What follows belongs to an exercise in optimizing a design on an open flow for small area, a short achievable clock period and few clock cycles per item; a production flow would make more cautious choices.
Function was checked by simulation only, so behaviour that the tests miss may differ from the original.

==> flow/design.v <==
module sbox(
   input wire [4:0] in,
   output wire [4:0] out
);
wire x0 = in[0], x1 = in[1], x2 = in[2], x3 = in[3], x4 = in[4];
assign out[0] = (x0&x1) ^ x2 ^ (x1&x2) ^ (x1&x3) ^ x4 ^ (x1&x4) ^ (x2&x4) ^ (x3&x4);
assign out[1] = x1 ^ (x0&x1) ^ (x0&x2) ^ (x2&x3) ^ x4 ^ (x0&x4) ^ (x3&x4);
assign out[2] = x0 ^ x1 ^ x2 ^ (x1&x2) ^ x3 ^ (x0&x3) ^ (x2&x3) ^ x4;
assign out[3] = x1 ^ x2 ^ (x1&x2) ^ x3 ^ (x0&x3) ^ x4 ^ (x0&x4) ^ (x1&x4);
assign out[4] = (x1&x2) ^ x3 ^ (x0&x4);
endmodule
module perm#(
   parameter integer PERM_SIZE = 40
) (
   input wire [PERM_SIZE-1:0] in,
   output wire [PERM_SIZE-1:0] out
);
generate
   if (PERM_SIZE == 30) begin
      assign out = {
         in[29-6]  ^ in[29-22],
         in[29-16] ^ in[29-8],
         in[29-0]  ^ in[29-18],
         in[29-15],
         in[29-1],
         in[29-7]  ^ in[29-27],
         in[29-20] ^ in[29-13],
         in[29-2]  ^ in[29-23],
         in[29-21],
         in[29-11],
         in[29-12] ^ in[29-17],
         in[29-26] ^ in[29-3],
         in[29-10] ^ in[29-28],
         in[29-25],
         in[29-5],
         in[29-2]  ^ in[29-27],
         in[29-21] ^ in[29-9],
         in[29-11] ^ in[29-24],
         in[29-16],
         in[29-0],
         in[29-7]  ^ in[29-17],
         in[29-15] ^ in[29-14],
         in[29-1]  ^ in[29-29],
         in[29-20],
         in[29-10],
         in[29-12] ^ in[29-25],
         in[29-22] ^ in[29-4],
         in[29-5]  ^ in[29-19],
         in[29-26],
         in[29-6]
      };
   end
   if (PERM_SIZE == 40) begin
      assign out = {
         in[39-22] ^ in[39-2],
         in[39-35] ^ in[39-8],
         in[39-16] ^ in[39-28],
         in[39-10],
         in[39-31],
         in[39-20] ^ in[39-7],
         in[39-27] ^ in[39-13],
         in[39-1]  ^ in[39-33],
         in[39-15],
         in[39-36],
         in[39-25] ^ in[39-12],
         in[39-32] ^ in[39-18],
         in[39-6]  ^ in[39-38],
         in[39-0],
         in[39-21],
         in[39-37] ^ in[39-17],
         in[39-26] ^ in[39-3],
         in[39-11] ^ in[39-23],
         in[39-5],
         in[39-30],
         in[39-27] ^ in[39-17],
         in[39-30] ^ in[39-9],
         in[39-0]  ^ in[39-24],
         in[39-11],
         in[39-35],
         in[39-32] ^ in[39-2],
         in[39-36] ^ in[39-14],
         in[39-5]  ^ in[39-29],
         in[39-16],
         in[39-20],
         in[39-37] ^ in[39-7],
         in[39-21] ^ in[39-19],
         in[39-10] ^ in[39-34],
         in[39-1],
         in[39-25],
         in[39-22] ^ in[39-12],
         in[39-31] ^ in[39-4],
         in[39-15] ^ in[39-39],
         in[39-6],
         in[39-26]
      };
   end
endgenerate
endmodule
module mix_groups#(
   parameter integer SIZE_STATE = 160
) (
   input wire [SIZE_STATE-1:0] in,
   output wire [SIZE_STATE-1:0] out
);
localparam integer GROUP_SIZE = SIZE_STATE/8;
assign out = {
   in[8*GROUP_SIZE-1:7*GROUP_SIZE],
   in[4*GROUP_SIZE-1:3*GROUP_SIZE],
   in[7*GROUP_SIZE-1:6*GROUP_SIZE],
   in[3*GROUP_SIZE-1:2*GROUP_SIZE],
   in[6*GROUP_SIZE-1:5*GROUP_SIZE],
   in[2*GROUP_SIZE-1:1*GROUP_SIZE],
   in[5*GROUP_SIZE-1:4*GROUP_SIZE],
   in[1*GROUP_SIZE-1:0*GROUP_SIZE]
};
endmodule
module round#(
   parameter integer SIZE_STATE = 160,
   parameter integer PERM_SIZE = 40
) (
   input wire [3:0] rnd_const,
   input wire [SIZE_STATE-1:0] in,
   output wire [SIZE_STATE-1:0] out
);
localparam integer N_GRPS_SBOX = SIZE_STATE/5;
localparam integer N_GRPS_PERM = SIZE_STATE/PERM_SIZE;
wire [SIZE_STATE-1:0] i_state [4:0];
assign i_state[0] = in;
wire [SIZE_STATE-1:0] rnd_const_ext = {N_GRPS_SBOX{1'b0, rnd_const}};
assign i_state[1] = i_state[0] ^ rnd_const_ext;
genvar I_SBOX;
generate
   for (I_SBOX=0; I_SBOX<N_GRPS_SBOX; I_SBOX=I_SBOX+1) begin: sbox
      sbox inst (
         .in (i_state[1][(I_SBOX+1)*5-1:I_SBOX*5]),
         .out(i_state[2][(I_SBOX+1)*5-1:I_SBOX*5])
      );
   end
endgenerate
genvar I_PERM;
generate
   for (I_PERM=0; I_PERM<N_GRPS_PERM; I_PERM=I_PERM+1) begin: perm
      perm #(
         .PERM_SIZE(PERM_SIZE)
      ) inst (
         .in (i_state[2][(I_PERM+1)*PERM_SIZE-1:I_PERM*PERM_SIZE]),
         .out(i_state[3][(I_PERM+1)*PERM_SIZE-1:I_PERM*PERM_SIZE])
      );
   end
endgenerate
mix_groups #(
   .SIZE_STATE(SIZE_STATE)
) inst (
   .in(i_state[3]),
   .out(i_state[4])
);
assign out = i_state[4];
endmodule
module key_ext#(
   parameter integer SIZE_STATE = 160,
   parameter integer SIZE_KEY = 128
) (
   input wire [SIZE_KEY-1:0] key,
   input wire [3:0] rnd_cnt,
   output wire [SIZE_STATE-1:0] key_ext
);
reg [SIZE_STATE-1:0] i_key_ext;
always @* begin
   if (rnd_cnt == 0) begin
      i_key_ext = {
         key[127:126], 3'd0,
         key[125:124], 3'd0,
         key[123:122], 3'd0,
         key[121:120], 3'd0,
         key[119:118], 3'd0,
         key[117:116], 3'd0,
         key[115:114], 3'd0,
         key[113:112], 3'd0,
         key[111:110], 3'd0,
         key[109:108], 3'd0,
         key[107:106], 3'd0,
         key[105:104], 3'd0,
         key[103:102], 3'd0,
         key[101:100], 3'd0,
         key[99:98], 3'd0,
         key[97:96], 3'd0,
         key[95:94], 3'd0,
         key[93:92], 3'd0,
         key[91:90], 3'd0,
         key[89:88], 3'd0,
         key[87:86], 3'd0,
         key[85:84], 3'd0,
         key[83:82], 3'd0,
         key[81:80], 3'd0,
         key[79:78], 3'd0,
         key[77:76], 3'd0,
         key[75:74], 3'd0,
         key[73:72], 3'd0,
         key[71:70], 3'd0,
         key[69:68], 3'd0,
         key[67:66], 3'd0,
         key[65:64], 3'd0
      };
   end else if (rnd_cnt == 1) begin
      i_key_ext = {
         key[63:62], 3'd0,
         key[61:60], 3'd0,
         key[59:58], 3'd0,
         key[57:56], 3'd0,
         key[55:54], 3'd0,
         key[53:52], 3'd0,
         key[51:50], 3'd0,
         key[49:48], 3'd0,
         key[47:46], 3'd0,
         key[45:44], 3'd0,
         key[43:42], 3'd0,
         key[41:40], 3'd0,
         key[39:38], 3'd0,
         key[37:36], 3'd0,
         key[35:34], 3'd0,
         key[33:32], 3'd0,
         key[31:30], 3'd0,
         key[29:28], 3'd0,
         key[27:26], 3'd0,
         key[25:24], 3'd0,
         key[23:22], 3'd0,
         key[21:20], 3'd0,
         key[19:18], 3'd0,
         key[17:16], 3'd0,
         key[15:14], 3'd0,
         key[13:12], 3'd0,
         key[11:10], 3'd0,
         key[9:8], 3'd0,
         key[7:6], 3'd0,
         key[5:4], 3'd0,
         key[3:2], 3'd0,
         key[1:0], 3'd0
      };
   end else begin
      i_key_ext = 0;
   end
end
assign key_ext = i_key_ext;
endmodule
module rounds_1#(
   parameter integer SIZE_STATE = 160,
   parameter integer SIZE_KEY = 128,
   parameter integer PERM_SIZE = 40
) (
   input wire clk,
   input wire load,
   input wire next,
   input wire [SIZE_KEY-1:0] key,  
   output wire busy,
   output wire [SIZE_STATE-1:0] state_out
);
reg [SIZE_STATE-1:0] state;
reg [3:0] rc;       
reg i_busy;
reg rnd2;           
wire start = load | next;
wire last = (rc == 4'b0100) | (rc == 4'b0000);
wire [63:0] kh = !i_busy ? key[127:64] : (rnd2 ? key[63:0] : 64'd0);
wire [SIZE_STATE-1:0] kx;
genvar I;
generate
   for (I = 0; I < 32; I = I + 1) begin: kext
      assign kx[159-5*I -: 5] = {kh[63-2*I], kh[62-2*I], 3'b000};
   end
endgenerate
wire [SIZE_STATE-1:0] rnd_in = (load ? {SIZE_STATE{1'b0}} : state) ^ kx;
wire [SIZE_STATE-1:0] rnd_out;
round #(
   .SIZE_STATE(SIZE_STATE),
   .PERM_SIZE(PERM_SIZE)
) rnd_inst (
   .rnd_const(rc),
   .in(rnd_in),
   .out(rnd_out)
);
always @(posedge clk) begin
   if (start || i_busy) state <= rnd_out;
   rnd2 <= start;
   if (start) begin
      i_busy <= 1'b1;
      rc <= {rc[2:0], rc[3] ^ rc[0]};
   end else if (i_busy && !last) begin
      rc <= {rc[2:0], rc[3] ^ rc[0]};
   end else begin
      i_busy <= 1'b0;
      rc <= 4'b1000;
   end
end
assign busy = i_busy;
assign state_out = state;
endmodule
clock: 6.0 ns
lec_check: 0
cap_margin: 20
core_margin: 2
core_utilization: 40
setup_slack_margin: 2.8
slew_margin: 20
run.sh (not shown) runs the stock make flow with config.mk's settings and CLKGATE_MAP_FILE= SYNTH_SCRIPT=/design/flow/synth_recipe.tcl, a recipe that flattens the netlist after the stock synthesis.
Testbench counts at the start, summed over its fixed seeds: cycles 61,440, items 4,096.
Change:
SETUP_SLACK_MARGIN = default   (was 2.8)
Result: Sequential share of layout area rose by 1.1 points; routed wire length fell by 4.9%; final cell count decreases by 0.83%; core utilization came out lower by 2.4 points; area after synthesis does not change; cell area goes down by 4.7%.

-- what the ideal ports hide --
The flow's constraints put no driver on any port. The routed layouts listed below were extracted and timed again, unchanged, in two steps. Step 1 (the two cells are an assumption about what drives the block):
set clk [get_ports {clk}]
set_driving_cell -lib_cell sky130_fd_sc_hd__clkbuf_16 $clk
set_driving_cell -lib_cell sky130_fd_sc_hd__buf_2 [delete_from_list [all_inputs] $clk]
Step 2 moves the port delays by t, midway between the first and last clock arrival at a register: inputs arrive t later, outputs are due t later. That takes back most of the time a late clock gives input paths. Slacks: ideal ports / drivers / drivers and shift; pairs: ideal ports / drivers.
| run | t, ns | setup WS [ns] | worst hold slack (ns) | latest minus earliest clock arrival (ns) |
|---|---|---|---|---|
| the first run | 0.499 | 2.877 / 2.780 / 2.280 | 0.801 / 0.801 / 0.801 | 0.009 / 0.009 |
| the second run | 0.511 | 1.931 / 1.961 / 1.450 | 0.790 / 0.790 / 0.790 | 0.015 / 0.014 |
After both steps every run listed still meets setup and hold. For the first run, which loses most, drivers alone change the setup slack by -0.097 ns; drivers and shift together by -0.597 ns.
